This design comes from an exercise in tuning for small area on the open sky130 flow, not from production work.
Function was checked by simulation only, so behaviour that the tests miss may differ from the original.
Power is estimated from default activity; no workload was simulated.

== rev 12 ==
==> flow/design.v (excerpt) <==
module riscv(
    input clk,
    input reset,
    input [4:0] debug_reg_select,
    output [31:0] debug_reg_out,
    output [31:0] fetchPC,
    input  [31:0] imem_rdata,
    output [31:0] dmem_addr,
    output [31:0] dmem_wdata,
    output        dmem_we,
    output [1:0]  dmem_size,
    input  [31:0] dmem_rdata
);
For scale: roughly 3,600 cells after synthesis, ~200 I/O pins.
clock: 15.0 ns
lec_check: 0
cap_margin: 10
core_margin: 2
core_utilization: 55.0
place_density: 0.75
slew_margin: 10
synth_hierarchical: 1
standard.sh (not shown) runs the stock make flow with config.mk's settings and CLKGATE_MAP_FILE= SYNTH_SCRIPT=/design/flow/synth_recipe.tcl, a recipe that flattens the netlist after the stock synthesis.
==> flow/flow/run.sh <==
#!/bin/bash
# Own layout flow: the standard ORFS flow (standard.sh, all steps), with
#  - every input and output port buffered by the smallest buffer, buf_1,
#    instead of the flow's default port buffer cell;
#  - the clock tree built from clkbuf_16 clusters of up to 28 sinks, without
#    dummy loads, under a clkbuf_8 root buffer;
#  - timing-driven global placement that sizes and buffers nets once, at 30%
#    overflow, instead of at the flow's default overflow levels.
# Each ORFS step writes its full log under orfs/logs/; make's own output goes
# to make_finish.log in this folder.
set -euo pipefail
export BUFFER_PORTS_ARGS="-buffer_cell sky130_fd_sc_hd__buf_1"
export CTS_ARGS="-sink_clustering_enable -repair_clock_nets -dont_use_dummy_load -buf_list sky130_fd_sc_hd__clkbuf_16 -sink_clustering_size 28 -sink_clustering_max_diameter 90 -root_buf sky130_fd_sc_hd__clkbuf_8"
export GLOBAL_PLACEMENT_ARGS="-timing_driven_net_reweight_overflow {30}"
bash standard.sh > make_finish.log 2>&1
The flow did not stop early for rev 12: all stages ran, and the layout cleared the timing, DRC and antenna checks.
The inputs of rev 13 differ from those of rev 12 as listed below.
diff --git a/flow/design.v b/flow/design.v
--- a/flow/design.v
+++ b/flow/design.v
@@ -187,16 +187,19 @@
 assign y = (a1 & a2) | b1;
 endmodule
 module oa221(input a1, a2, b1, b2, c1, output y);
 assign y = (a1 | a2) & (b1 | b2) & c1;
 endmodule
 module and2x(input a, b, output y);
 assign y = a & b;
 endmodule
+module a22ox(input a1, a2, b1, b2, output y);
+assign y = (a1 & a2) | (b1 & b2);
+endmodule
 module dec5 (
     input  [4:0]  a,
     output [30:0] y
 );
 wire [3:0] h;       
 wire [7:0] l;       
 genvar k;
 generate
@@ -301,17 +304,17 @@
 wire is_link   =  b6 & b2;              
 wire reg_write = ~(b5 & ~b4 & ~b2);     
 reg  [31:0] pc;
 wire [31:0] pc4;
 wire [31:0] tgt;
 wire [31:0] npc;
 wire [31:2] ic;
 assign ic[2] = 1'b1;
-genvar gi;
+genvar gi, gj;
 generate
     for (gi = 2; gi < 32; gi = gi + 1) begin : inc
         assign pc4[gi] = pc[gi] ^ ic[gi];
         if (gi < 31) begin : c
             assign ic[gi+1] = ic[gi] & pc[gi];
         end
     end
 endgenerate
@@ -330,20 +333,25 @@
 addchain #(30) tgt_add (.a(pc[31:2]), .b(imm_t[31:2]), .ci(pc[1] & imm_t[1]),
                         .s(tgt[31:2]), .pp(tgt_pp), .gg(tgt_gg), .co(tgt_co));
 wire [31:0] rs1, rs2, wd;
 wire [991:0] q;
 wire [30:0] wdec, sel1, sel2, sel3;
 dec5w dec_w (.a(ins[11:7]), .en(reg_write), .force1(reset), .y(wdec));
 generate
     for (gi = 1; gi < 32; gi = gi + 1) begin : x
-        reg [31:0] r;
+        reg  [31:0] r;
+        wire [31:0] d;
+        wire        wn;
+        invx i (.a(wdec[gi-1]), .y(wn));
+        for (gj = 0; gj < 32; gj = gj + 1) begin : b
+            a22ox m (.a1(wdec[gi-1]), .a2(wd[gj]), .b1(wn), .b2(r[gj]), .y(d[gj]));
+        end
         always @(posedge clk)
-            if (wdec[gi-1])
-                r <= wd;
+            r <= d;
         assign q[32*(gi-1) +: 32] = r;
     end
 endgenerate
 dec5 dec_1 (.a(ins[19:15]), .y(sel1));
 dec5 dec_2 (.a(ins[24:20]), .y(sel2));
 dec5 dec_3 (.a(debug_reg_select), .y(sel3));
 rf_rdport rp1 (.sel(sel1), .q(q), .rd(rs1));
 rf_rdport rp2 (.sel(sel2), .q(q), .rd(rs2));
==> results.txt <==
Worst hold margin on rev 13 is down relative to rev 12. Rev 13 -> rev 12: number of DRC violations after detailed routing delta 0, exact match. Number of clock buffers in the layout in rev 13 is 1 higher than in rev 12. Latest clock arrival within the worst-skew pair in rev 13 is 0.03 ns above rev 12. Going from rev 12 to rev 13, final standard cell area without fillers has decreased; total power has increased.

separate check: timing with driven ports:
How much do the figures lean on ideal ports? The routed layouts below were timed once more, with nothing changed but the port constraints. Step 1, drivers: a clkbuf_16 drives clk and a buf_2 each remaining input, both assumed. Step 2 also shifts input and output timing later by t, the mid clock arrival at the registers, as if the neighbouring blocks saw the same clock. Slacks: ideal ports / drivers / drivers and shift; pairs: ideal ports / drivers.
run | t (ns) | setup slack, ns | worst hold slack (ns) | worst setup path after step 2 | latest minus earliest clock arrival (ns)
rev 12 | 0.920 | 0.944 / 0.913 / 0.913 | 0.576 / 0.576 / 0.576 | input to output | 0.158 / 0.159
rev 13 | 0.951 | 0.761 / 0.735 / 0.735 | 0.538 / 0.538 / 0.538 | input to output | 0.159 / 0.159
After both steps setup and hold are still met in every run listed. The setup slack of rev 12, which loses most, moves by -0.031 ns with the drivers and by -0.031 ns with both steps.
